Source: an optimization exercise on an open RTL-to-GDS flow (aim: small area and few clock cycles per item). Production flows keep margins and buffers that such runs may drop. Only simulation tests tie the RTL to the original design; equivalence was not proved.

==> flow/design.v, too long to show whole: its modules and the start of the top module <==
// module TwiddleDigits2: 16 lines
// module TwiddleDigits3: 20 lines
// module TwiddleDigits4: 28 lines
// module TwiddleDigits5: 32 lines
// module TwiddleDigits6: 48 lines
// module TwiddleDigits7: 80 lines
// module FA: 10 lines
// module HA: 9 lines
// module DelayBuffer: 24 lines
// module SdfStage0: 447 lines
// module SdfStage1: 617 lines
// module SdfStage2: 1208 lines
// module SdfStage3: 1357 lines
// module SdfStage4: 1492 lines
// module SdfStage5: 1495 lines
// module SdfStage6: 1495 lines
// module SdfStage7: 1495 lines
// module fft_256_top: 59 lines
module fft_256_top (
    input         clock,
    input         reset,
    input         input_en,
    input  [31:0] input_real,
    input  [31:0] input_imag,
    output        output_en,
    output [31:0] output_real,
    output [31:0] output_imag
);
  // ...
==> flow/run.sh <==
#!/bin/bash
# synth_recipe.tcl (not shown) runs the flow's synth.tcl, then flattens the netlist and writes it again
# the make line also repeats each setting of config.mk as NAME=value (left out here)
make -C /OpenROAD-flow-scripts/flow DESIGN_CONFIG=/design/flow/config.mk WORK_HOME=/design/flow/orfs CLKGATE_MAP_FILE= SYNTH_SCRIPT=/design/flow/synth_recipe.tcl finish
==> flow/config.mk <==
export PLATFORM = sky130hd
export DESIGN_NAME = fft_256_top
export DESIGN_NICKNAME = fft_256_top
export VERILOG_FILES = /design/flow/design.v
export SDC_FILE = /design/flow/constraint.sdc
export NUM_CORES = 8
export LEC_CHECK = 0
export CAP_MARGIN = 20
export CORE_MARGIN = 2
export CORE_UTILIZATION = 50
export CTS_BUF_LIST = sky130_fd_sc_hd__clkbuf_16
export CTS_CLUSTER_DIAMETER = 100
export CTS_CLUSTER_SIZE = 30
export SLEW_MARGIN = 20
export SYNTH_HIERARCHICAL = 1
export SYNTH_MEMORY_MAX_BITS = 131072
export SYNTH_MINIMUM_KEEP_SIZE = 0
==> flow/constraint.sdc <==
create_clock -name core_clock -period 14.0 [get_ports {clock}]
set_input_delay 2.8000 -clock core_clock [delete_from_list [all_inputs] [get_ports {clock}]]
set_output_delay 2.8000 -clock core_clock [all_outputs]
set_load 0.01 [all_outputs]
==> metrics.md, run 1 <==
| Metric | Value |
|---|---|
| Status | `complete, no violations` |
| CTS tree | `built` |
| Comb_multi_in | `22025` |
| Post-DP HPWL | `1160000 microns` |
| Tapcells | `15879` |
| Worst Hold Class | `reg2reg` |
| Die Height | `1100 microns` |
| DR WL/cell | `29.1 microns` |
| Crit path DAT | `13.50 ns` |
| TritonCTS Buffers | `702` |
| IO Pins | `132` |
| Share of layout cells above drive strength 1 | `0.0628` |
| Simple-gate share of the synthesized area | `0.0277` |
| WHS Endpoint | `stage5.db0.buf_re[3][2]` |
| Clk Tree Root Cell | `clkbuf_16` |
| Unrepaired setup endpoints after global routing | `no` |
| Worst Tran Pin Value | `1.35 ns` |
| Compound-Gate Fraction of Synth Area | `0.0670` |
| EDFF count, synth | `0` |
| Placed standard-cell area | `0.614 sq mm` |
| Area contributors post-synth | `dfxtp_1 57%, fa_1 21%, o22ai_1 4.7%` |
| Clk buf depth | `5` |
| Largest delay share family, worst path | `adder cells` |
| Cell taking the most area after synthesis | `dfxtp_1` |
| Synth async-reset ratio | `0.00516` |
| Fmax | `0.0806 GHz` |
| TNS Setup | `0 ns` |
| Largest regs | `stage8.db0.buf_im (4064), stage8.db0.buf_re (4064)` |
| CTS Hold Bufs | `0` |
| Commonest cells after routing, fill and taps aside | `16807 x dfxtp_1, 6308 x fa_1, 4515 x o22ai_1, 2772 x xor2_1, 2299 x xnor2_1` |
Testbench counts, summed over its fixed seeds: cycles 18,480, frames 64.
==> module SdfStage0, before the edit <==
module SdfStage0 (
    input             clock,
    input             reset,
    input             input_en,
    input      [31:0] input_real,
    input      [31:0] input_imag,
    output reg        output_en,
    output reg [31:0] output_real,
    output reg [31:0] output_imag
);
    reg [0:0] cnt;
    reg [0:0] flush_count;
    reg       start_out;
    always @(posedge clock or posedge reset) begin
        if (reset) begin
            cnt <= 0;
            flush_count <= 0;
        end else if (input_en) begin
            cnt <= cnt + 1'b1;
            flush_count <= 1;
        end else begin
            cnt <= 0;
            if (flush_count != 0)
                flush_count <= flush_count - 1'b1;
        end
    end
    always @(posedge clock or posedge reset) begin
        if (reset) begin
            output_en <= 1'b0;
            start_out <= 1'b0;
        end else if (input_en && cnt[0]) begin
            output_en <= 1'b1;
            start_out <= 1'b1;
        end else if (!input_en && flush_count != 0) begin
            output_en <= 1'b1;
            start_out <= 1'b0;
        end else if (input_en && start_out) begin
            output_en <= 1'b1;
            start_out <= 1'b1;
        end else begin
            output_en <= 1'b0;
            start_out <= 1'b0;
        end
    end
    wire        bf = cnt[0];
    reg         bfd;
    wire [31:0] B_re = input_real;
    wire [31:0] B_im = input_imag;
    reg  [31:0] A_re, A_im;
    wire [31:0] y1_re, y1_im;
    always @(posedge clock) begin
        bfd <= bf;
        A_re <= bf ? {A_re[30:0], 1'b0} : B_re;
        A_im <= bf ? {A_im[30:0], 1'b0} : B_im;
        output_real <= y1_re;
        output_imag <= y1_im;
    end
wire [577:0] w;
assign w[0] = bf ? ~|B_re[14:0] : 1'b1;
assign w[1] = bf ? B_re[0] : ~(bfd & output_real[0]);
assign w[2] = bf & ~B_re[15];
assign w[3] = bf ? B_re[1] : ~(bfd & output_real[1]);
assign w[4] = bf & ~B_re[16];
assign w[5] = bf ? B_re[2] : ~(bfd & output_real[2]);
assign w[6] = bf & ~B_re[17];
assign w[7] = bf ? B_re[3] : ~(bfd & output_real[3]);
assign w[8] = bf & ~B_re[18];
assign w[9] = bf ? B_re[4] : ~(bfd & output_real[4]);
assign w[10] = bf & ~B_re[19];
assign w[11] = bf ? B_re[5] : ~(bfd & output_real[5]);
assign w[12] = bf & ~B_re[20];
assign w[13] = bf ? B_re[6] : ~(bfd & output_real[6]);
assign w[14] = bf & ~B_re[21];
assign w[15] = bf ? B_re[7] : ~(bfd & output_real[7]);
assign w[16] = bf & ~B_re[22];
assign w[17] = bf ? B_re[8] : ~(bfd & output_real[8]);
assign w[18] = bf & ~B_re[23];
assign w[19] = bf ? B_re[9] : ~(bfd & output_real[9]);
assign w[20] = bf & ~B_re[24];
assign w[21] = bf ? B_re[10] : ~(bfd & output_real[10]);
assign w[22] = bf & ~B_re[25];
assign w[23] = bf ? B_re[11] : ~(bfd & output_real[11]);
assign w[24] = bf & ~B_re[26];
assign w[25] = bf ? B_re[12] : ~(bfd & output_real[12]);
assign w[26] = bf & ~B_re[27];
assign w[27] = bf ? B_re[13] : ~(bfd & output_real[13]);
assign w[28] = bf & ~B_re[28];
assign w[29] = bf ? B_re[14] : ~(bfd & output_real[14]);
assign w[30] = bf & ~B_re[29];
assign w[31] = bf ? B_re[15] : ~(bfd & output_real[15]);
assign w[32] = bf & ~B_re[30];
assign w[33] = bf ? B_re[16] : ~(bfd & output_real[16]);
assign w[34] = bf & ~B_re[31];
assign w[35] = bf ? B_re[17] : ~(bfd & output_real[17]);
assign w[36] = bf & ~B_re[31];
assign w[37] = bf ? B_re[18] : ~(bfd & output_real[18]);
assign w[38] = bf & ~B_re[31];
assign w[39] = bf ? B_re[19] : ~(bfd & output_real[19]);
assign w[40] = bf & ~B_re[31];
assign w[41] = bf ? B_re[20] : ~(bfd & output_real[20]);
assign w[42] = bf & ~B_re[31];
assign w[43] = bf ? B_re[21] : ~(bfd & output_real[21]);
assign w[44] = bf & ~B_re[31];
assign w[45] = bf ? B_re[22] : ~(bfd & output_real[22]);
assign w[46] = bf & ~B_re[31];
assign w[47] = bf ? B_re[23] : ~(bfd & output_real[23]);
assign w[48] = bf & ~B_re[31];
assign w[49] = bf ? B_re[24] : ~(bfd & output_real[24]);
assign w[50] = bf & ~B_re[31];
assign w[51] = bf ? B_re[25] : ~(bfd & output_real[25]);
assign w[52] = bf & ~B_re[31];
assign w[53] = bf ? B_re[26] : ~(bfd & output_real[26]);
assign w[54] = bf & ~B_re[31];
assign w[55] = bf ? B_re[27] : ~(bfd & output_real[27]);
assign w[56] = bf & ~B_re[31];
assign w[57] = bf ? B_re[28] : ~(bfd & output_real[28]);
assign w[58] = bf & ~B_re[31];
assign w[59] = bf ? B_re[29] : ~(bfd & output_real[29]);
assign w[60] = bf & ~B_re[31];
assign w[61] = bf ? B_re[30] : ~(bfd & output_real[30]);
assign w[62] = bf & ~B_re[31];
assign w[63] = bf ? B_re[31] : ~(bfd & output_real[31]);
assign w[64] = bf & ~B_re[31];
HA h1(A_re[0],w[1],w[65],w[66]);
HA h2(A_re[1],w[3],w[67],w[68]);
HA h3(A_re[2],w[5],w[69],w[70]);
HA h4(A_re[3],w[7],w[71],w[72]);
HA h5(A_re[4],w[9],w[73],w[74]);
HA h6(A_re[5],w[11],w[75],w[76]);
HA h7(A_re[6],w[13],w[77],w[78]);
HA h8(A_re[7],w[15],w[79],w[80]);
HA h9(A_re[8],w[17],w[81],w[82]);
HA h10(A_re[9],w[19],w[83],w[84]);
HA h11(A_re[10],w[21],w[85],w[86]);
HA h12(A_re[11],w[23],w[87],w[88]);
HA h13(A_re[12],w[25],w[89],w[90]);
HA h14(A_re[13],w[27],w[91],w[92]);
HA h15(A_re[14],w[29],w[93],w[94]);
HA h16(A_re[15],w[31],w[95],w[96]);
HA h17(A_re[16],w[33],w[97],w[98]);
HA h18(A_re[17],w[35],w[99],w[100]);
HA h19(A_re[18],w[37],w[101],w[102]);
HA h20(A_re[19],w[39],w[103],w[104]);
HA h21(A_re[20],w[41],w[105],w[106]);
HA h22(A_re[21],w[43],w[107],w[108]);
HA h23(A_re[22],w[45],w[109],w[110]);
HA h24(A_re[23],w[47],w[111],w[112]);
HA h25(A_re[24],w[49],w[113],w[114]);
HA h26(A_re[25],w[51],w[115],w[116]);
HA h27(A_re[26],w[53],w[117],w[118]);
HA h28(A_re[27],w[55],w[119],w[120]);
HA h29(A_re[28],w[57],w[121],w[122]);
HA h30(A_re[29],w[59],w[123],w[124]);
HA h31(A_re[30],w[61],w[125],w[126]);
HA h32(A_re[31],w[63],w[127],w[128]);
HA h33(w[65],w[2],w[129],w[130]);
FA f34(w[67],w[4],w[66],w[131],w[132]);
FA f35(w[69],w[6],w[68],w[133],w[134]);
FA f36(w[71],w[8],w[70],w[135],w[136]);
FA f37(w[73],w[10],w[72],w[137],w[138]);
FA f38(w[75],w[12],w[74],w[139],w[140]);
FA f39(w[77],w[14],w[76],w[141],w[142]);
FA f40(w[79],w[16],w[78],w[143],w[144]);
FA f41(w[81],w[18],w[80],w[145],w[146]);
FA f42(w[83],w[20],w[82],w[147],w[148]);
FA f43(w[85],w[22],w[84],w[149],w[150]);
FA f44(w[87],w[24],w[86],w[151],w[152]);
FA f45(w[89],w[26],w[88],w[153],w[154]);
FA f46(w[91],w[28],w[90],w[155],w[156]);
FA f47(w[93],w[30],w[92],w[157],w[158]);
FA f48(w[95],w[32],w[94],w[159],w[160]);
FA f49(w[97],w[34],w[96],w[161],w[162]);
FA f50(w[99],w[36],w[98],w[163],w[164]);
FA f51(w[101],w[38],w[100],w[165],w[166]);
FA f52(w[103],w[40],w[102],w[167],w[168]);
FA f53(w[105],w[42],w[104],w[169],w[170]);
FA f54(w[107],w[44],w[106],w[171],w[172]);
FA f55(w[109],w[46],w[108],w[173],w[174]);
FA f56(w[111],w[48],w[110],w[175],w[176]);
FA f57(w[113],w[50],w[112],w[177],w[178]);
FA f58(w[115],w[52],w[114],w[179],w[180]);
FA f59(w[117],w[54],w[116],w[181],w[182]);
FA f60(w[119],w[56],w[118],w[183],w[184]);
FA f61(w[121],w[58],w[120],w[185],w[186]);
FA f62(w[123],w[60],w[122],w[187],w[188]);
FA f63(w[125],w[62],w[124],w[189],w[190]);
FA f64(w[127],w[64],w[126],w[191],w[192]);
HA h65(w[129],w[0],w[193],w[194]);
FA f66(w[131],w[130],w[194],w[195],w[196]);
FA f67(w[133],w[132],w[196],w[197],w[198]);
FA f68(w[135],w[134],w[198],w[199],w[200]);
FA f69(w[137],w[136],w[200],w[201],w[202]);
FA f70(w[139],w[138],w[202],w[203],w[204]);
FA f71(w[141],w[140],w[204],w[205],w[206]);
FA f72(w[143],w[142],w[206],w[207],w[208]);
FA f73(w[145],w[144],w[208],w[209],w[210]);
FA f74(w[147],w[146],w[210],w[211],w[212]);
FA f75(w[149],w[148],w[212],w[213],w[214]);
FA f76(w[151],w[150],w[214],w[215],w[216]);
FA f77(w[153],w[152],w[216],w[217],w[218]);
FA f78(w[155],w[154],w[218],w[219],w[220]);
FA f79(w[157],w[156],w[220],w[221],w[222]);
FA f80(w[159],w[158],w[222],w[223],w[224]);
HA h81(w[161],w[160],w[225],w[226]);
FA f82(w[163],w[162],w[226],w[227],w[228]);
FA f83(w[165],w[164],w[228],w[229],w[230]);
FA f84(w[167],w[166],w[230],w[231],w[232]);
FA f85(w[169],w[168],w[232],w[233],w[234]);
FA f86(w[171],w[170],w[234],w[235],w[236]);
FA f87(w[173],w[172],w[236],w[237],w[238]);
FA f88(w[175],w[174],w[238],w[239],w[240]);
FA f89(w[177],w[176],w[240],w[241],w[242]);
FA f90(w[179],w[178],w[242],w[243],w[244]);
FA f91(w[181],w[180],w[244],w[245],w[246]);
FA f92(w[183],w[182],w[246],w[247],w[248]);
FA f93(w[185],w[184],w[248],w[249],w[250]);
FA f94(w[187],w[186],w[250],w[251],w[252]);
FA f95(w[189],w[188],w[252],w[253],w[254]);
FA f96(w[191],w[190],w[254],w[255],w[256]);
assign w[257] = w[225] ^ w[224];
assign w[258] = w[227] ^ (w[224] & w[225]);
assign w[259] = w[225] & w[227];
assign w[260] = w[229] ^ (w[224] & w[259]);
assign w[261] = w[259] & w[229];
assign w[262] = w[231] ^ (w[224] & w[261]);
assign w[263] = w[261] & w[231];
assign w[264] = w[233] ^ (w[224] & w[263]);
assign w[265] = w[263] & w[233];
assign w[266] = w[235] ^ (w[224] & w[265]);
assign w[267] = w[265] & w[235];
assign w[268] = w[237] ^ (w[224] & w[267]);
assign w[269] = w[267] & w[237];
assign w[270] = w[239] ^ (w[224] & w[269]);
assign w[271] = w[269] & w[239];
assign w[272] = w[241] ^ (w[224] & w[271]);
assign w[273] = w[271] & w[241];
assign w[274] = w[243] ^ (w[224] & w[273]);
assign w[275] = w[273] & w[243];
assign w[276] = w[245] ^ (w[224] & w[275]);
assign w[277] = w[275] & w[245];
assign w[278] = w[247] ^ (w[224] & w[277]);
assign w[279] = w[277] & w[247];
assign w[280] = w[249] ^ (w[224] & w[279]);
assign w[281] = w[279] & w[249];
assign w[282] = w[251] ^ (w[224] & w[281]);
assign w[283] = w[281] & w[251];
assign w[284] = w[253] ^ (w[224] & w[283]);
assign w[285] = w[283] & w[253];
assign w[286] = w[255] ^ (w[224] & w[285]);
assign w[287] = w[285] & w[255];
assign w[288] = w[256] | (w[224] & w[287]);
assign y1_re = {w[286], w[284], w[282], w[280], w[278], w[276], w[274], w[272], w[270], w[268], w[266], w[264], w[262], w[260], w[258], w[257], w[223], w[221], w[219], w[217], w[215], w[213], w[211], w[209], w[207], w[205], w[203], w[201], w[199], w[197], w[195], w[193]};
assign w[289] = bf ? ~|B_im[14:0] : 1'b1;
assign w[290] = bf ? B_im[0] : ~(bfd & output_imag[0]);
assign w[291] = bf & ~B_im[15];
assign w[292] = bf ? B_im[1] : ~(bfd & output_imag[1]);
assign w[293] = bf & ~B_im[16];
assign w[294] = bf ? B_im[2] : ~(bfd & output_imag[2]);
assign w[295] = bf & ~B_im[17];
assign w[296] = bf ? B_im[3] : ~(bfd & output_imag[3]);
assign w[297] = bf & ~B_im[18];
assign w[298] = bf ? B_im[4] : ~(bfd & output_imag[4]);
assign w[299] = bf & ~B_im[19];
assign w[300] = bf ? B_im[5] : ~(bfd & output_imag[5]);
assign w[301] = bf & ~B_im[20];
assign w[302] = bf ? B_im[6] : ~(bfd & output_imag[6]);
assign w[303] = bf & ~B_im[21];
assign w[304] = bf ? B_im[7] : ~(bfd & output_imag[7]);
assign w[305] = bf & ~B_im[22];
assign w[306] = bf ? B_im[8] : ~(bfd & output_imag[8]);
assign w[307] = bf & ~B_im[23];
assign w[308] = bf ? B_im[9] : ~(bfd & output_imag[9]);
assign w[309] = bf & ~B_im[24];
assign w[310] = bf ? B_im[10] : ~(bfd & output_imag[10]);
assign w[311] = bf & ~B_im[25];
assign w[312] = bf ? B_im[11] : ~(bfd & output_imag[11]);
assign w[313] = bf & ~B_im[26];
assign w[314] = bf ? B_im[12] : ~(bfd & output_imag[12]);
assign w[315] = bf & ~B_im[27];
assign w[316] = bf ? B_im[13] : ~(bfd & output_imag[13]);
assign w[317] = bf & ~B_im[28];
assign w[318] = bf ? B_im[14] : ~(bfd & output_imag[14]);
assign w[319] = bf & ~B_im[29];
assign w[320] = bf ? B_im[15] : ~(bfd & output_imag[15]);
assign w[321] = bf & ~B_im[30];
assign w[322] = bf ? B_im[16] : ~(bfd & output_imag[16]);
assign w[323] = bf & ~B_im[31];
assign w[324] = bf ? B_im[17] : ~(bfd & output_imag[17]);
assign w[325] = bf & ~B_im[31];
assign w[326] = bf ? B_im[18] : ~(bfd & output_imag[18]);
assign w[327] = bf & ~B_im[31];
assign w[328] = bf ? B_im[19] : ~(bfd & output_imag[19]);
assign w[329] = bf & ~B_im[31];
assign w[330] = bf ? B_im[20] : ~(bfd & output_imag[20]);
assign w[331] = bf & ~B_im[31];
assign w[332] = bf ? B_im[21] : ~(bfd & output_imag[21]);
assign w[333] = bf & ~B_im[31];
assign w[334] = bf ? B_im[22] : ~(bfd & output_imag[22]);
assign w[335] = bf & ~B_im[31];
assign w[336] = bf ? B_im[23] : ~(bfd & output_imag[23]);
assign w[337] = bf & ~B_im[31];
assign w[338] = bf ? B_im[24] : ~(bfd & output_imag[24]);
assign w[339] = bf & ~B_im[31];
assign w[340] = bf ? B_im[25] : ~(bfd & output_imag[25]);
assign w[341] = bf & ~B_im[31];
assign w[342] = bf ? B_im[26] : ~(bfd & output_imag[26]);
assign w[343] = bf & ~B_im[31];
assign w[344] = bf ? B_im[27] : ~(bfd & output_imag[27]);
assign w[345] = bf & ~B_im[31];
assign w[346] = bf ? B_im[28] : ~(bfd & output_imag[28]);
assign w[347] = bf & ~B_im[31];
assign w[348] = bf ? B_im[29] : ~(bfd & output_imag[29]);
assign w[349] = bf & ~B_im[31];
assign w[350] = bf ? B_im[30] : ~(bfd & output_imag[30]);
assign w[351] = bf & ~B_im[31];
assign w[352] = bf ? B_im[31] : ~(bfd & output_imag[31]);
assign w[353] = bf & ~B_im[31];
HA h97(A_im[0],w[290],w[354],w[355]);
HA h98(A_im[1],w[292],w[356],w[357]);
HA h99(A_im[2],w[294],w[358],w[359]);
HA h100(A_im[3],w[296],w[360],w[361]);
HA h101(A_im[4],w[298],w[362],w[363]);
HA h102(A_im[5],w[300],w[364],w[365]);
HA h103(A_im[6],w[302],w[366],w[367]);
HA h104(A_im[7],w[304],w[368],w[369]);
HA h105(A_im[8],w[306],w[370],w[371]);
HA h106(A_im[9],w[308],w[372],w[373]);
HA h107(A_im[10],w[310],w[374],w[375]);
HA h108(A_im[11],w[312],w[376],w[377]);
HA h109(A_im[12],w[314],w[378],w[379]);
HA h110(A_im[13],w[316],w[380],w[381]);
HA h111(A_im[14],w[318],w[382],w[383]);
HA h112(A_im[15],w[320],w[384],w[385]);
HA h113(A_im[16],w[322],w[386],w[387]);
HA h114(A_im[17],w[324],w[388],w[389]);
HA h115(A_im[18],w[326],w[390],w[391]);
HA h116(A_im[19],w[328],w[392],w[393]);
HA h117(A_im[20],w[330],w[394],w[395]);
HA h118(A_im[21],w[332],w[396],w[397]);
HA h119(A_im[22],w[334],w[398],w[399]);
HA h120(A_im[23],w[336],w[400],w[401]);
HA h121(A_im[24],w[338],w[402],w[403]);
HA h122(A_im[25],w[340],w[404],w[405]);
HA h123(A_im[26],w[342],w[406],w[407]);
HA h124(A_im[27],w[344],w[408],w[409]);
HA h125(A_im[28],w[346],w[410],w[411]);
HA h126(A_im[29],w[348],w[412],w[413]);
HA h127(A_im[30],w[350],w[414],w[415]);
HA h128(A_im[31],w[352],w[416],w[417]);
HA h129(w[354],w[291],w[418],w[419]);
FA f130(w[356],w[293],w[355],w[420],w[421]);
FA f131(w[358],w[295],w[357],w[422],w[423]);
FA f132(w[360],w[297],w[359],w[424],w[425]);
FA f133(w[362],w[299],w[361],w[426],w[427]);
FA f134(w[364],w[301],w[363],w[428],w[429]);
FA f135(w[366],w[303],w[365],w[430],w[431]);
FA f136(w[368],w[305],w[367],w[432],w[433]);
FA f137(w[370],w[307],w[369],w[434],w[435]);
FA f138(w[372],w[309],w[371],w[436],w[437]);
FA f139(w[374],w[311],w[373],w[438],w[439]);
FA f140(w[376],w[313],w[375],w[440],w[441]);
FA f141(w[378],w[315],w[377],w[442],w[443]);
FA f142(w[380],w[317],w[379],w[444],w[445]);
FA f143(w[382],w[319],w[381],w[446],w[447]);
FA f144(w[384],w[321],w[383],w[448],w[449]);
FA f145(w[386],w[323],w[385],w[450],w[451]);
FA f146(w[388],w[325],w[387],w[452],w[453]);
FA f147(w[390],w[327],w[389],w[454],w[455]);
FA f148(w[392],w[329],w[391],w[456],w[457]);
FA f149(w[394],w[331],w[393],w[458],w[459]);
FA f150(w[396],w[333],w[395],w[460],w[461]);
FA f151(w[398],w[335],w[397],w[462],w[463]);
FA f152(w[400],w[337],w[399],w[464],w[465]);
FA f153(w[402],w[339],w[401],w[466],w[467]);
FA f154(w[404],w[341],w[403],w[468],w[469]);
FA f155(w[406],w[343],w[405],w[470],w[471]);
FA f156(w[408],w[345],w[407],w[472],w[473]);
FA f157(w[410],w[347],w[409],w[474],w[475]);
FA f158(w[412],w[349],w[411],w[476],w[477]);
FA f159(w[414],w[351],w[413],w[478],w[479]);
FA f160(w[416],w[353],w[415],w[480],w[481]);
HA h161(w[418],w[289],w[482],w[483]);
FA f162(w[420],w[419],w[483],w[484],w[485]);
FA f163(w[422],w[421],w[485],w[486],w[487]);
FA f164(w[424],w[423],w[487],w[488],w[489]);
FA f165(w[426],w[425],w[489],w[490],w[491]);
FA f166(w[428],w[427],w[491],w[492],w[493]);
FA f167(w[430],w[429],w[493],w[494],w[495]);
FA f168(w[432],w[431],w[495],w[496],w[497]);
FA f169(w[434],w[433],w[497],w[498],w[499]);
FA f170(w[436],w[435],w[499],w[500],w[501]);
FA f171(w[438],w[437],w[501],w[502],w[503]);
FA f172(w[440],w[439],w[503],w[504],w[505]);
FA f173(w[442],w[441],w[505],w[506],w[507]);
FA f174(w[444],w[443],w[507],w[508],w[509]);
FA f175(w[446],w[445],w[509],w[510],w[511]);
FA f176(w[448],w[447],w[511],w[512],w[513]);
HA h177(w[450],w[449],w[514],w[515]);
FA f178(w[452],w[451],w[515],w[516],w[517]);
FA f179(w[454],w[453],w[517],w[518],w[519]);
FA f180(w[456],w[455],w[519],w[520],w[521]);
FA f181(w[458],w[457],w[521],w[522],w[523]);
FA f182(w[460],w[459],w[523],w[524],w[525]);
FA f183(w[462],w[461],w[525],w[526],w[527]);
FA f184(w[464],w[463],w[527],w[528],w[529]);
FA f185(w[466],w[465],w[529],w[530],w[531]);
FA f186(w[468],w[467],w[531],w[532],w[533]);
FA f187(w[470],w[469],w[533],w[534],w[535]);
FA f188(w[472],w[471],w[535],w[536],w[537]);
FA f189(w[474],w[473],w[537],w[538],w[539]);
FA f190(w[476],w[475],w[539],w[540],w[541]);
FA f191(w[478],w[477],w[541],w[542],w[543]);
FA f192(w[480],w[479],w[543],w[544],w[545]);
assign w[546] = w[514] ^ w[513];
assign w[547] = w[516] ^ (w[513] & w[514]);
assign w[548] = w[514] & w[516];
assign w[549] = w[518] ^ (w[513] & w[548]);
assign w[550] = w[548] & w[518];
assign w[551] = w[520] ^ (w[513] & w[550]);
assign w[552] = w[550] & w[520];
assign w[553] = w[522] ^ (w[513] & w[552]);
assign w[554] = w[552] & w[522];
assign w[555] = w[524] ^ (w[513] & w[554]);
assign w[556] = w[554] & w[524];
assign w[557] = w[526] ^ (w[513] & w[556]);
assign w[558] = w[556] & w[526];
assign w[559] = w[528] ^ (w[513] & w[558]);
assign w[560] = w[558] & w[528];
assign w[561] = w[530] ^ (w[513] & w[560]);
assign w[562] = w[560] & w[530];
assign w[563] = w[532] ^ (w[513] & w[562]);
assign w[564] = w[562] & w[532];
assign w[565] = w[534] ^ (w[513] & w[564]);
assign w[566] = w[564] & w[534];
assign w[567] = w[536] ^ (w[513] & w[566]);
assign w[568] = w[566] & w[536];
assign w[569] = w[538] ^ (w[513] & w[568]);
assign w[570] = w[568] & w[538];
assign w[571] = w[540] ^ (w[513] & w[570]);
assign w[572] = w[570] & w[540];
assign w[573] = w[542] ^ (w[513] & w[572]);
assign w[574] = w[572] & w[542];
assign w[575] = w[544] ^ (w[513] & w[574]);
assign w[576] = w[574] & w[544];
assign w[577] = w[545] | (w[513] & w[576]);
assign y1_im = {w[575], w[573], w[571], w[569], w[567], w[565], w[563], w[561], w[559], w[557], w[555], w[553], w[551], w[549], w[547], w[546], w[512], w[510], w[508], w[506], w[504], w[502], w[500], w[498], w[496], w[494], w[492], w[490], w[488], w[486], w[484], w[482]};
endmodule
==> run 2, diff against run 1 <==
--- a/flow/design.v
+++ b/flow/design.v
@@ -271,39 +271,37 @@
     input             input_en,
     input      [31:0] input_real,
     input      [31:0] input_imag,
     output reg        output_en,
     output reg [31:0] output_real,
     output reg [31:0] output_imag
 );
     reg [0:0] cnt;
-    reg [0:0] flush_count;
+    reg       fl;
     reg       start_out;
+    wire      run = input_en | (1'b0);
+    wire [0:0] cnt_next = run ? cnt + 1'b1 : 1'd0;
     always @(posedge clock or posedge reset) begin
         if (reset) begin
             cnt <= 0;
-            flush_count <= 0;
-        end else if (input_en) begin
-            cnt <= cnt + 1'b1;
-            flush_count <= 1;
+            fl <= 1'b0;
         end else begin
-            cnt <= 0;
-            if (flush_count != 0)
-                flush_count <= flush_count - 1'b1;
+            cnt <= cnt_next;
+            fl <= input_en | (1'b0);
         end
     end
     always @(posedge clock or posedge reset) begin
         if (reset) begin
             output_en <= 1'b0;
             start_out <= 1'b0;
         end else if (input_en && cnt[0]) begin
             output_en <= 1'b1;
             start_out <= 1'b1;
-        end else if (!input_en && flush_count != 0) begin
+        end else if (!input_en && fl) begin
             output_en <= 1'b1;
             start_out <= 1'b0;
         end else if (input_en && start_out) begin
             output_en <= 1'b1;
             start_out <= 1'b1;
         end else begin
             output_en <= 1'b0;
             start_out <= 1'b0;
@@ -718,39 +716,37 @@
     input             input_en,
     input      [31:0] input_real,
     input      [31:0] input_imag,
     output reg        output_en,
     output reg [31:0] output_real,
     output reg [31:0] output_imag
 );
     reg [1:0] cnt;
-    reg [1:0] flush_count;
+    reg       fl;
     reg       start_out;
+    wire      run = input_en | (fl & ~&cnt[0:0]);
+    wire [1:0] cnt_next = run ? cnt + 1'b1 : 2'd0;
     always @(posedge clock or posedge reset) begin
         if (reset) begin
             cnt <= 0;
-            flush_count <= 0;
-        end else if (input_en) begin
-            cnt <= cnt + 1'b1;
-            flush_count <= 2;
+            fl <= 1'b0;
         end else begin
-            cnt <= 0;
-            if (flush_count != 0)
-                flush_count <= flush_count - 1'b1;
+            cnt <= cnt_next;
+            fl <= input_en | (fl & ~&cnt[0:0]);
         end
     end
     always @(posedge clock or posedge reset) begin
         if (reset) begin
             output_en <= 1'b0;
             start_out <= 1'b0;
         end else if (input_en && cnt[1]) begin
             output_en <= 1'b1;
             start_out <= 1'b1;
-        end else if (!input_en && flush_count != 0) begin
+        end else if (!input_en && fl) begin
             output_en <= 1'b1;
             start_out <= 1'b0;
         end else if (input_en && start_out) begin
             output_en <= 1'b1;
             start_out <= 1'b1;
         end else begin
             output_en <= 1'b0;
             start_out <= 1'b0;
@@ -1335,39 +1331,37 @@
     input             input_en,
     input      [31:0] input_real,
     input      [31:0] input_imag,
     output reg        output_en,
     output reg [31:0] output_real,
     output reg [31:0] output_imag
 );
     reg [2:0] cnt;
-    reg [2:0] flush_count;
+    reg       fl;
     reg       start_out;
+    wire      run = input_en | (fl & ~&cnt[1:0]);
+    wire [2:0] cnt_next = run ? cnt + 1'b1 : 3'd0;
     always @(posedge clock or posedge reset) begin
         if (reset) begin
             cnt <= 0;
-            flush_count <= 0;
-        end else if (input_en) begin
-            cnt <= cnt + 1'b1;
-            flush_count <= 4;
+            fl <= 1'b0;
         end else begin
-            cnt <= 0;
-            if (flush_count != 0)
-                flush_count <= flush_count - 1'b1;
+            cnt <= cnt_next;
+            fl <= input_en | (fl & ~&cnt[1:0]);
         end
     end
     always @(posedge clock or posedge reset) begin
         if (reset) begin
             output_en <= 1'b0;
             start_out <= 1'b0;
         end else if (input_en && cnt[2]) begin
             output_en <= 1'b1;
             start_out <= 1'b1;
-        end else if (!input_en && flush_count != 0) begin
+        end else if (!input_en && fl) begin
             output_en <= 1'b1;
             start_out <= 1'b0;
         end else if (input_en && start_out) begin
             output_en <= 1'b1;
             start_out <= 1'b1;
         end else begin
             output_en <= 1'b0;
             start_out <= 1'b0;
@@ -2543,39 +2537,37 @@
     input             input_en,
     input      [31:0] input_real,
     input      [31:0] input_imag,
     output reg        output_en,
     output reg [31:0] output_real,
     output reg [31:0] output_imag
 );
     reg [3:0] cnt;
-    reg [3:0] flush_count;
+    reg       fl;
     reg       start_out;
+    wire      run = input_en | (fl & ~&cnt[2:0]);
+    wire [3:0] cnt_next = run ? cnt + 1'b1 : 4'd0;
     always @(posedge clock or posedge reset) begin
         if (reset) begin
             cnt <= 0;
-            flush_count <= 0;
-        end else if (input_en) begin
-            cnt <= cnt + 1'b1;
-            flush_count <= 8;
+            fl <= 1'b0;
         end else begin
-            cnt <= 0;
-            if (flush_count != 0)
-                flush_count <= flush_count - 1'b1;
+            cnt <= cnt_next;
+            fl <= input_en | (fl & ~&cnt[2:0]);
         end
     end
     always @(posedge clock or posedge reset) begin
         if (reset) begin
             output_en <= 1'b0;
             start_out <= 1'b0;
         end else if (input_en && cnt[3]) begin
             output_en <= 1'b1;
             start_out <= 1'b1;
-        end else if (!input_en && flush_count != 0) begin
+        end else if (!input_en && fl) begin
             output_en <= 1'b1;
             start_out <= 1'b0;
         end else if (input_en && start_out) begin
             output_en <= 1'b1;
             start_out <= 1'b1;
         end else begin
             output_en <= 1'b0;
             start_out <= 1'b0;
@@ -3900,39 +3892,37 @@
     input             input_en,
     input      [31:0] input_real,
     input      [31:0] input_imag,
     output reg        output_en,
     output reg [31:0] output_real,
     output reg [31:0] output_imag
 );
     reg [4:0] cnt;
-    reg [4:0] flush_count;
+    reg       fl;
     reg       start_out;
+    wire      run = input_en | (fl & ~&cnt[3:0]);
+    wire [4:0] cnt_next = run ? cnt + 1'b1 : 5'd0;
     always @(posedge clock or posedge reset) begin
         if (reset) begin
             cnt <= 0;
-            flush_count <= 0;
-        end else if (input_en) begin
-            cnt <= cnt + 1'b1;
-            flush_count <= 16;
+            fl <= 1'b0;
         end else begin
-            cnt <= 0;
-            if (flush_count != 0)
-                flush_count <= flush_count - 1'b1;
+            cnt <= cnt_next;
+            fl <= input_en | (fl & ~&cnt[3:0]);
         end
     end
     always @(posedge clock or posedge reset) begin
         if (reset) begin
             output_en <= 1'b0;
             start_out <= 1'b0;
         end else if (input_en && cnt[4]) begin
             output_en <= 1'b1;
             start_out <= 1'b1;
-        end else if (!input_en && flush_count != 0) begin
+        end else if (!input_en && fl) begin
             output_en <= 1'b1;
             start_out <= 1'b0;
         end else if (input_en && start_out) begin
             output_en <= 1'b1;
             start_out <= 1'b1;
         end else begin
             output_en <= 1'b0;
             start_out <= 1'b0;
@@ -5392,52 +5382,49 @@
     input             input_en,
     input      [31:0] input_real,
     input      [31:0] input_imag,
     output reg        output_en,
     output reg [31:0] output_real,
     output reg [31:0] output_imag
 );
     reg [5:0] cnt;
-    reg [5:0] flush_count;
+    reg       fl;
     reg       start_out;
+    wire      run = input_en | (fl & ~&cnt[4:0]);
+    wire [5:0] cnt_next = run ? cnt + 1'b1 : 6'd0;
     always @(posedge clock or posedge reset) begin
         if (reset) begin
             cnt <= 0;
-            flush_count <= 0;
-        end else if (input_en) begin
-            cnt <= cnt + 1'b1;
-            flush_count <= 32;
+            fl <= 1'b0;
         end else begin
-            cnt <= 0;
-            if (flush_count != 0)
-                flush_count <= flush_count - 1'b1;
+            cnt <= cnt_next;
+            fl <= input_en | (fl & ~&cnt[4:0]);
         end
     end
     always @(posedge clock or posedge reset) begin
         if (reset) begin
             output_en <= 1'b0;
             start_out <= 1'b0;
         end else if (input_en && cnt[5]) begin
             output_en <= 1'b1;
             start_out <= 1'b1;
-        end else if (!input_en && flush_count != 0) begin
+        end else if (!input_en && fl) begin
             output_en <= 1'b1;
             start_out <= 1'b0;
         end else if (input_en && start_out) begin
             output_en <= 1'b1;
             start_out <= 1'b1;
         end else begin
             output_en <= 1'b0;
             start_out <= 1'b0;
         end
     end
     wire        bf = cnt[5];
     reg         bfd;
-    wire [5:0] cnt_next = input_en ? cnt + 1'b1 : 6'd0;
     wire [46:0] dg_next;
     reg  [46:0] dg;
     TwiddleDigits5 rom (.en(cnt_next[5]), .p(cnt_next[4:0]), .d(dg_next));
     wire [31:0] B_re = input_real;
     wire [31:0] B_im = input_imag;
     wire [31:0] B_re_n = ~input_real;
     wire [31:0] B_im_n = ~input_imag;
     wire [31:0] A_re, A_im;
@@ -6887,52 +6874,49 @@
     input             input_en,
     input      [31:0] input_real,
     input      [31:0] input_imag,
     output reg        output_en,
     output reg [31:0] output_real,
     output reg [31:0] output_imag
 );
     reg [6:0] cnt;
-    reg [6:0] flush_count;
+    reg       fl;
     reg       start_out;
+    wire      run = input_en | (fl & ~&cnt[5:0]);
+    wire [6:0] cnt_next = run ? cnt + 1'b1 : 7'd0;
     always @(posedge clock or posedge reset) begin
         if (reset) begin
             cnt <= 0;
-            flush_count <= 0;
-        end else if (input_en) begin
-            cnt <= cnt + 1'b1;
-            flush_count <= 64;
+            fl <= 1'b0;
         end else begin
-            cnt <= 0;
-            if (flush_count != 0)
-                flush_count <= flush_count - 1'b1;
+            cnt <= cnt_next;
+            fl <= input_en | (fl & ~&cnt[5:0]);
         end
     end
     always @(posedge clock or posedge reset) begin
         if (reset) begin
             output_en <= 1'b0;
             start_out <= 1'b0;
         end else if (input_en && cnt[6]) begin
             output_en <= 1'b1;
             start_out <= 1'b1;
-        end else if (!input_en && flush_count != 0) begin
+        end else if (!input_en && fl) begin
             output_en <= 1'b1;
             start_out <= 1'b0;
         end else if (input_en && start_out) begin
             output_en <= 1'b1;
             start_out <= 1'b1;
         end else begin
             output_en <= 1'b0;
             start_out <= 1'b0;
         end
     end
     wire        bf = cnt[6];
     reg         bfd;
-    wire [6:0] cnt_next = input_en ? cnt + 1'b1 : 7'd0;
     wire [46:0] dg_next;
     reg  [46:0] dg;
     TwiddleDigits6 rom (.en(cnt_next[6]), .p(cnt_next[5:0]), .d(dg_next));
     wire [31:0] B_re = input_real;
     wire [31:0] B_im = input_imag;
     wire [31:0] B_re_n = ~input_real;
     wire [31:0] B_im_n = ~input_imag;
     wire [31:0] A_re, A_im;
@@ -8382,52 +8366,49 @@
     input             input_en,
     input      [31:0] input_real,
     input      [31:0] input_imag,
     output reg        output_en,
     output reg [31:0] output_real,
     output reg [31:0] output_imag
 );
     reg [7:0] cnt;
-    reg [7:0] flush_count;
+    reg       fl;
     reg       start_out;
+    wire      run = input_en | (fl & ~&cnt[6:0]);
+    wire [7:0] cnt_next = run ? cnt + 1'b1 : 8'd0;
     always @(posedge clock or posedge reset) begin
         if (reset) begin
             cnt <= 0;
-            flush_count <= 0;
-        end else if (input_en) begin
-            cnt <= cnt + 1'b1;
-            flush_count <= 128;
+            fl <= 1'b0;
         end else begin
-            cnt <= 0;
-            if (flush_count != 0)
-                flush_count <= flush_count - 1'b1;
+            cnt <= cnt_next;
+            fl <= input_en | (fl & ~&cnt[6:0]);
         end
     end
     always @(posedge clock or posedge reset) begin
         if (reset) begin
             output_en <= 1'b0;
             start_out <= 1'b0;
         end else if (input_en && cnt[7]) begin
             output_en <= 1'b1;
             start_out <= 1'b1;
-        end else if (!input_en && flush_count != 0) begin
+        end else if (!input_en && fl) begin
             output_en <= 1'b1;
             start_out <= 1'b0;
         end else if (input_en && start_out) begin
             output_en <= 1'b1;
             start_out <= 1'b1;
         end else begin
             output_en <= 1'b0;
             start_out <= 1'b0;
         end
     end
     wire        bf = cnt[7];
     reg         bfd;
-    wire [7:0] cnt_next = input_en ? cnt + 1'b1 : 8'd0;
     wire [46:0] dg_next;
     reg  [46:0] dg;
     TwiddleDigits7 rom (.en(cnt_next[7]), .p(cnt_next[6:0]), .d(dg_next));
     wire [31:0] B_re = input_real;
     wire [31:0] B_im = input_imag;
     wire [31:0] B_re_n = ~input_real;
     wire [31:0] B_im_n = ~input_imag;
     wire [31:0] A_re, A_im;
==> run 2 against run 1 <==
Against the previous run:
- still clean on timing, DRC and antenna
- cell count down 0.36%
- utilization about the same
- via count down 0.30%
- wire length down 0.91%
- non-clock buffer count down 13
- sequential cell count down 28
- sequential share of layout area about the same
- count of clock-buffer cells in the layout down 1
- global-route usage down 0.22 points
- critical path type unchanged
- largest cell class unchanged
==> metrics.md, run 2 <==
| Metric | Value |
|---|---|
| Clk buf depth | `5 (unchanged)` |
| Synthesis Warnings | `38 (unchanged)` |
| Mean Syn Cell Area | `13.8 sq um (about the same)` |
| # setup viols final | `0 (unchanged)` |
| CP max FO | `25 (was 20)` |
| First drt pass iteration count | `8 (was 7)` |
| Most used cell, CP | `fa_1 (unchanged)` |
| Area contributors post-synth | `dfxtp_1 57%, fa_1 21%, o22ai_1 4.8% (was dfxtp_1 57%, fa_1 21%, o22ai_1 4.7%)` |
| Crit path DAT | `13.58 ns (was 13.50 ns)` |
| PortBufs | `131 (unchanged)` |
| Final wirelength | `1680000 microns (was 1690000 microns)` |
| Critical path required time | `15.09 ns (about the same)` |
| Largest net degree at the start of global routing | `144 (was 160)` |
| Skew final | `0.163 ns (was 0.134 ns)` |
| Rel. slew slack | `0.0221 (was 0.102)` |
| Global-route wire length before repair | `2400000 microns (was 2420000 microns)` |
| Unrepaired setup endpoints after global routing | `no (unchanged)` |
| Final-report hold violation count | `0 (unchanged)` |
| Max Slew Vio Count | `0 (unchanged)` |
| Synth cell count leaders | `16981 x dfxtp_1, 6308 x fa_1, 4523 x o22ai_1 (was 16981 x dfxtp_1, 6308 x fa_1, 4516 x o22ai_1)` |
| Die area | `1.20 sq mm (about the same)` |
| TritonCTS Buffers | `702 (unchanged)` |
| DR WL/cell | `29.0 microns (was 29.1 microns)` |
| Critical path startpoint category | `flop (unchanged)` |
| Post-route ant nets | `0 (unchanged)` |
| Flops & latches, synth | `17041 (was 17069)` |
| CTS resizes | `0 (unchanged)` |
| Worst-path clk slew | `0.11 ns (about the same)` |
| IO Pins | `132 (unchanged)` |
| CTS tree | `built (unchanged)` |
| CTS Hold Bufs | `0 (unchanged)` |
| Tot GR Track Use | `0.275 (was 0.278)` |
| Sequential fraction of the synthesis area | `0.575 (was 0.574)` |
| Commonest non-fill, non-tap cell in the layout | `dfxtp_1 (unchanged)` |
| Final Cycle Share | `0.893 (was 0.886)` |
| Worst Hold Class | `reg2reg (unchanged)` |
| Commonest cells after routing, fill and taps aside | `16803 x dfxtp_1, 6308 x fa_1, 4522 x o22ai_1, 2794 x xor2_1, 2259 x xnor2_1 (was 16807 x dfxtp_1, 6308 x fa_1, 4515 x o22ai_1, 2772 x xor2_1, 2299 x xnor2_1)` |
| Grt ovf | `0 (unchanged)` |
| Share of layout cells above drive strength 1 | `0.0623 (was 0.0628)` |
| Initial Util | `0.501 (was 0.502)` |
| TNS Setup | `0 ns (unchanged)` |
| Post-CTS Setup Bufs | `0 (unchanged)` |
| Area grow syn2layout | `6.70% (was 6.67%)` |
| Top-count cell post-synth | `dfxtp_1 (unchanged)` |
| Fmax | `0.0800 GHz (was 0.0806 GHz)` |
| Worst stage delay on the critical path | `0.73 ns (was 0.59 ns)` |
| Row count | `400 (unchanged)` |
| CP max stage cell | `dfrtp_1 (was o21a_4)` |
| Netlist cell types | `134 (was 137)` |
| Cells after Synth | `42918 (was 43052)` |
| Mapped Area | `0.594 sq mm (was 0.596 sq mm)` |
| Status | `complete, no violations (unchanged)` |
| Synth async-reset ratio | `0.00352 (was 0.00516)` |
| Vias in the first global route | `337905 (was 339469)` |
| Via count | `325966 (was 326948)` |
| Die X | `1090 microns (was 1100 microns)` |
| Crit end category | `flop (unchanged)` |
| H-Tree Depth | `6 (unchanged)` |
| Largest regs | `stage8.db0.buf_im (4064), stage8.db0.buf_re (4064) (unchanged)` |
| EDFF count, synth | `0 (unchanged)` |
| Max Cap Viol | `0 (unchanged)` |
| Avg Vias per Cell | `5.63 (was 5.62)` |
| Worst-Skew Late Latency | `1.26 ns (was 1.22 ns)` |
| Die Height | `1090 microns (was 1100 microns)` |
| Final Wtd Congestion | `0.960 (was 0.963)` |
| Layout Nets | `48888 (was 49048)` |
| Mapped Nets | `49995 (was 50140)` |
| CP Class | `reg2reg (unchanged)` |
| Largest delay share family, worst path | `adder cells (unchanged)` |
| Final Critical Period | `12.50 ns (was 12.41 ns)` |
| Worst Tran Pin Value | `1.47 ns (was 1.35 ns)` |
| Top FF cell, synth | `dfxtp_1 (unchanged)` |
| DRC Markers | `0 (unchanged)` |
| CP bufs+invs | `2 (was 1)` |
| Iteration-0 DRC Markers | `35699 (was 35139)` |
| Initial antenna violation count | `205 (was 193)` |
| Post-DP HPWL | `1150000 microns (was 1160000 microns)` |
| Core area | `1.19 sq mm (about the same)` |
| Clk Tree Root Cell | `clkbuf_16 (unchanged)` |
| Share of Yosys cell area claimed by the top area cell type | `0.572 (was 0.571)` |
| TritonCTS Sinks | `17041 (was 17069)` |
| Cell taking the most area after synthesis | `dfxtp_1 (unchanged)` |
==> run 2: cell types whose count changed in the layout (fill, tap and decap cells not counted), moves of 14 or more <==
cell	previous run	this run
buf_4	1034	1020
nand2_1	1425	1446
xnor2_1	2299	2259
dfrtp_1	79	52
nand2b_1	505	468
xor2_1	2772	2794
and2_1	66	48
diode_2	139	275
==> run 2: path summary, 6_finish.rpt <==
| kind | from | end | slack, ns | cells after the start |
|---|---|---|---|---|
| setup / recovery | stage5.cnt[1] | stage5.output_real[27] | 1.50 | 32 |
| hold / removal | stage7.db0.buf_im[28][25] | stage7.db0.buf_im[29][25] | 0.22 | 0 |
| setup reg to reg | stage5.cnt[1] | stage5.output_real[27] | 1.50 | 32 |
| hold reg to reg | stage7.db0.buf_im[28][25] | stage7.db0.buf_im[29][25] | 0.22 | 0 |
| max in group asynchronous | reset | stage5.cnt[4] | 11.28 | 3 |
| min in group asynchronous | reset | stage7.start_out | 2.22 | 3 |
==> run 2: cells by family after synthesis <==
logic type | Yosys count | synth area share
buffers and inverters | 3959 | 0.0257
and+or+nand+nor | 3417 | 0.0270
muxes | 167 | 0.00324
DFF | 17041 | 0.575
adders and majority gates | 7029 | 0.228
AOI/OAI and AO/OA | 6245 | 0.0667
xor gates and xnor gates | 5060 | 0.0747
==> run 2: routing by layer <==
metal,vias to the layer above,routed length [microns],GRT usage
met4,162,78600,0.109
met3,4718,209000,0.114
li1,137159,-,-
met5,-,1390,0.00190
met2,18572,664000,0.378
met1,165355,724000,0.387
==> run 2: per-stage QoR <==
stage	instances	hold slack [ns]	cell area [sq um]	utilization	worst slack, ns
after detailed placement	56783	0.312	612000	0.517	1.66
after CTS	57655	0.190	633000	0.534	1.64
after global placement	56783	0.310	612000	0.517	1.55
after floorplan	42918	0.310	594000	-	2.96
after global routing	57743	0.200	633000	0.534	1.16
final	57932	0.219	634000	0.535	1.50
==> run 2: Yosys stat by module, one instance, submodules excluded, excerpt <==
module / flip-flops and latches / cells inside / area, sq um
TwiddleDigits2: 0 / 25 / 186
HA: 0 / 1 / 12.5
SdfStage3: 136 / 2638 / 18400
SdfStage4: 137 / 3128 / 21800
TwiddleDigits6: 0 / 406 / 2400
SdfStage5: 185 / 3363 / 24200
==> run 2: final cells by class <==
cell class | count | area (sq um)
flip-flops and latches | 17041 | 342000
repair buffers | 1176 | 9480
clock buffers | 707 | 17700
clock inverters | 165 | 3020
diodes | 275 | 688
fillers | 98149 | 551000
well taps | 15678 | 19600
multi-input cells | 21918 | 238000
inverters | 972 | 3660
Testbench counts of run 2, summed over its fixed seeds: cycles 18,480, frames 64.
==> run 3, diff against run 2 <==
==> flow/flow/run.sh (new file) <==
#!/bin/bash
# Layout flow: the standard layout (standard.sh), with clock tree synthesis
# run without dummy loads. Every tool's output goes to a log file in this folder.
set -euo pipefail
export CTS_ARGS="-sink_clustering_enable -repair_clock_nets -sink_clustering_size 30 -sink_clustering_max_diameter 100 -buf_list sky130_fd_sc_hd__clkbuf_16 -dont_use_dummy_load"
bash standard.sh > flow_standard.log 2>&1
==> flow/standard.sh (new file) <==
#!/bin/bash
# synth_recipe.tcl (not shown) runs the flow's synth.tcl, then flattens the netlist and writes it again
# the make line also repeats each setting of config.mk as NAME=value (left out here)
make -C /OpenROAD-flow-scripts/flow DESIGN_CONFIG=/design/flow/config.mk WORK_HOME=/design/flow/orfs CLKGATE_MAP_FILE= SYNTH_SCRIPT=/design/flow/synth_recipe.tcl "${@:-finish}"
removed: flow/run.sh
==> run 3 against run 2 <==
Against the previous run:
- still clean
- synthesized cell count did not move
- sequential share of layout area rose by 0.26 points
- wire length barely moved
- non-clock buffer count did not move
- utilization fell by 0.26 points
- sequential cell count did not move
- critical path type unchanged
==> metrics.md, run 3 <==
| Metric | Value |
|---|---|
| Status | `complete, no violations (unchanged)` |
| Max Slew Vio Count | `0 (unchanged)` |
| DRC Markers | `0 (unchanged)` |
| Max Cap Viol | `0 (unchanged)` |
| Fmax | `0.0799 GHz (was 0.0800 GHz)` |
| Iteration-0 DRC Markers | `35805 (was 35699)` |
| Vias in the first global route | `337071 (was 337905)` |
| Largest regs | `stage8.db0.buf_im (4064), stage8.db0.buf_re (4064) (unchanged)` |
| Mapped Area | `0.594 sq mm (unchanged)` |
| Grt ovf | `0 (unchanged)` |
| Clk Tree Root Cell | `clkbuf_16 (unchanged)` |
| Hold Startpoint | `stage8.db0.buf_re[110][20] (was stage7.db0.buf_im[28][25])` |
| CTS Hold Bufs | `0 (unchanged)` |
| H-Tree Depth | `6 (unchanged)` |
| CTS tree | `built (unchanged)` |
| TritonCTS Buffers | `702 (unchanged)` |
| Final-report hold violation count | `0 (unchanged)` |
| Hold Slack | `0.185 ns (was 0.219 ns)` |
| Hold Path Depth | `0 (unchanged)` |
| TritonCTS Sinks | `17041 (unchanged)` |
| Synthesis Warnings | `38 (unchanged)` |
| R2r setup slk | `1.49 ns (was 1.50 ns)` |
| Avg Vias per Cell | `5.63 (about the same)` |
| Die X | `1090 microns (unchanged)` |
| Post-CTS Setup Bufs | `0 (unchanged)` |
| Reg-to-reg startpoint | `stage5.cnt[1] (unchanged)` |
| Mapped Nets | `49995 (unchanged)` |
| Worst-Skew Late Latency | `1.25 ns (was 1.26 ns)` |
| DP Cell Count | `56783 (unchanged)` |
| Worst reg-to-reg path cell count | `32 (unchanged)` |
| CP max FO | `25 (unchanged)` |
| Final Wtd Congestion | `0.960 (unchanged)` |
| Top FF cell, synth | `dfxtp_1 (unchanged)` |
| Via count | `325361 (was 325966)` |
| Final Cycle Share | `0.893 (about the same)` |
| Final wirelength | `1680000 microns (about the same)` |
| Clk buf depth | `5 (unchanged)` |
| DR WL/cell | `29.0 microns (about the same)` |
| CP max stage cell | `dfrtp_1 (unchanged)` |
| Core area | `1.19 sq mm (unchanged)` |
| Capturing point of the worst reg2reg path | `stage5.output_real[27] (unchanged)` |
| Global-route wire length before repair | `2400000 microns (about the same)` |
| Worst-path clk slew | `0.10 ns (was 0.11 ns)` |
| Crit end category | `flop (unchanged)` |
| Share of layout cells above drive strength 1 | `0.0588 (was 0.0623)` |
| Met1 GRT Util | `0.388 (was 0.387)` |
| Synth async-reset ratio | `0.00352 (unchanged)` |
| Post-route ant nets | `0 (unchanged)` |
| Mean Syn Cell Area | `13.8 sq um (unchanged)` |
| Rel. slew slack | `0.0531 (was 0.0221)` |
| # fillers | `98406 (was 98149)` |
| Layout Cells excl Fill | `57794 (was 57932)` |
| Layout Nets | `48888 (unchanged)` |
| Synth cell count leaders | `16981 x dfxtp_1, 6308 x fa_1, 4523 x o22ai_1 (unchanged)` |
| IO Pins | `132 (unchanged)` |
| Dpl ws | `1.66 ns (unchanged)` |
| Initial antenna violation count | `197 (was 205)` |
| Worst Tran Pin Value | `1.42 ns (was 1.47 ns)` |
| Sequential fraction of the synthesis area | `0.575 (unchanged)` |
| Netlist cell types | `134 (unchanged)` |
| Post-DP HPWL | `1150000 microns (unchanged)` |
| Area contributors post-synth | `dfxtp_1 57%, fa_1 21%, o22ai_1 4.8% (unchanged)` |
| PortBufs | `131 (unchanged)` |
| Final Critical Period | `12.51 ns (was 12.50 ns)` |
| Design area | `0.631 sq mm (was 0.634 sq mm)` |
| Met3 Use GR | `0.112 (was 0.114)` |
| Unrepaired setup endpoints after global routing | `no (unchanged)` |
| Area grow syn2layout | `6.18% (was 6.70%)` |
| Initial Util | `0.501 (unchanged)` |
| Most Crowded Layer GR | `met1 (unchanged)` |
| Critical path startpoint category | `flop (unchanged)` |
| Skew final | `0.186 ns (was 0.163 ns)` |
| TNS Setup | `0 ns (unchanged)` |
| Crit path DAT | `13.59 ns (was 13.58 ns)` |
| Cell taking the most area after synthesis | `dfxtp_1 (unchanged)` |
| CTS resizes | `0 (unchanged)` |
| EDFF count, synth | `0 (unchanged)` |
| Die area | `1.20 sq mm (unchanged)` |
| Share of Yosys cell area claimed by the top area cell type | `0.572 (unchanged)` |
| Worst Hold Class | `reg2reg (unchanged)` |
| Commonest cells after routing, fill and taps aside | `16805 x dfxtp_1, 6308 x fa_1, 4522 x o22ai_1, 2794 x xor2_1, 2259 x xnor2_1 (was 16803 x dfxtp_1, 6308 x fa_1, 4522 x o22ai_1, 2794 x xor2_1, 2259 x xnor2_1)` |
| First drt pass iteration count | `9 (was 8)` |
| WHS Endpoint | `stage8.db0.buf_re[111][20] (was stage7.db0.buf_im[29][25])` |
| Die Height | `1090 microns (unchanged)` |
| Top-count cell post-synth | `dfxtp_1 (unchanged)` |
| Worst stage delay on the critical path | `0.72 ns (was 0.73 ns)` |
| Setup WS post-layout | `1.49 ns (was 1.50 ns)` |
| Row count | `400 (unchanged)` |
| Flops & latches, synth | `17041 (unchanged)` |
| Commonest non-fill, non-tap cell in the layout | `dfxtp_1 (unchanged)` |
| Largest net degree at the start of global routing | `144 (unchanged)` |
| Critical path required time | `15.08 ns (was 15.09 ns)` |
| Most used cell, CP | `fa_1 (unchanged)` |
| Tot GR Track Use | `0.275 (about the same)` |
| Met2 Use GR | `0.378 (about the same)` |
| CP Class | `reg2reg (unchanged)` |
| # setup viols final | `0 (unchanged)` |
| Cells after Synth | `42918 (unchanged)` |
| Placed standard-cell area | `0.612 sq mm (unchanged)` |
==> run 3: worst max path at each step <==
| stage | start | endpoint | depth (start not counted) |
|---|---|---|---|
| 3_5_place_dp | stage5.cnt[1] | stage5.output_real[31] | 32 |
| 2_1_floorplan | input_real[31] | stage1.output_real[31] | 19 |
| 3_3_place_gp | stage5.cnt[1] | stage5.output_real[27] | 34 |
| 4_1_cts | stage5.cnt[1] | stage5.output_real[31] | 32 |
| 6_report | stage5.cnt[1] | stage5.output_real[27] | 32 |
| 5_1_grt | stage5.cnt[1] | stage5.output_real[29] | 32 |
==> run 3: logic make-up after synthesis <==
logic type	Yosys count	share of synthesized area
flops	17041	0.575
fa+ha+maj	7029	0.228
compound gates	6245	0.0667
xor+xnor	5060	0.0747
buf+inv	3959	0.0257
simple gates	3417	0.0270
mux	167	0.00324
==> run 3: layer usage <==
layer | up-vias | routed length [microns]
met1 | 164925 | 725000
li1 | 137077 | -
met2 | 18599 | 663000
met3 | 4616 | 209000
met4 | 144 | 78300
met5 | - | 1000
==> run 3: stage by stage <==
stage               utilization
detailed placement        0.517
CTS                       0.531
global route              0.532
floorplan                     -
finish                    0.532
global placement          0.517
==> run 3: layout make-up <==
class                   instances  area, sq um  share of cell area
repair buffers               1176         9480              0.0150
inverters                     972         3660             0.00580
flip-flops and latches      17041       342000               0.542
multi-input cells           21918       238000               0.377
clock buffers                 702        17600              0.0279
diodes                        307          768             0.00122
well taps                   15678        19600              0.0311
==> run 3: critical path: cells and delay by family (launching register included) <==
kind                       cells  cell delay [ns]
AOI/OAI and AO/OA              6             1.56
and+or+nand+nor                7             1.28
buffers and inverters          2             1.12
xor gates and xnor gates       2             0.48
DFF                            1             0.72
adders and majority gates     15             7.25
==> run 3: modules after synthesis (local to each module, per instance), a selection <==
module	cells inside	flops+latches
SdfStage0	443	133
FA	1	0
TwiddleDigits6	406	0
TwiddleDigits3	58	0
SdfStage4	3128	137
SdfStage3	2638	136
TwiddleDigits7	665	0
TwiddleDigits4	156	0
SdfStage1	628	198
SdfStage2	1911	135
SdfStage7	3358	187
TwiddleDigits2	25	0
HA	1	0
TwiddleDigits5	266	0
SdfStage5	3363	185

## separate check: timing with driven ports
The flow's constraints put no driver on any port. The routed layouts listed below were extracted and timed again, unchanged, in two steps.
Step 1: set_driving_cell puts a clkbuf_16 on clock and a buf_2 on each other input, an assumption about the parent block.
Step 2, shift: input delay + t, output delay - t, t = (earliest + latest rising clock arrival at the registers) / 2. This alone moves slack from input paths to output paths.
Slacks: ideal / step 1 / step 2; pairs: ideal / step 1.
run	t (ns)	setup WS [ns]	worst hold slack (ns)	clock arrival spread, ns	slew at the worst register clock pin (ns)
run 1	1.318	1.593 / 1.593 / 1.593	0.261 / 0.261 / 0.261	0.136 / 0.136	0.12 / 0.12
run 2	1.332	1.505 / 1.505 / 1.505	0.219 / 0.219 / 0.219	0.189 / 0.189	0.12 / 0.12
run 3	1.307	1.492 / 1.492 / 1.492	0.185 / 0.185 / 0.185	0.232 / 0.232	0.12 / 0.12
After both steps setup and hold are still met in every run listed.
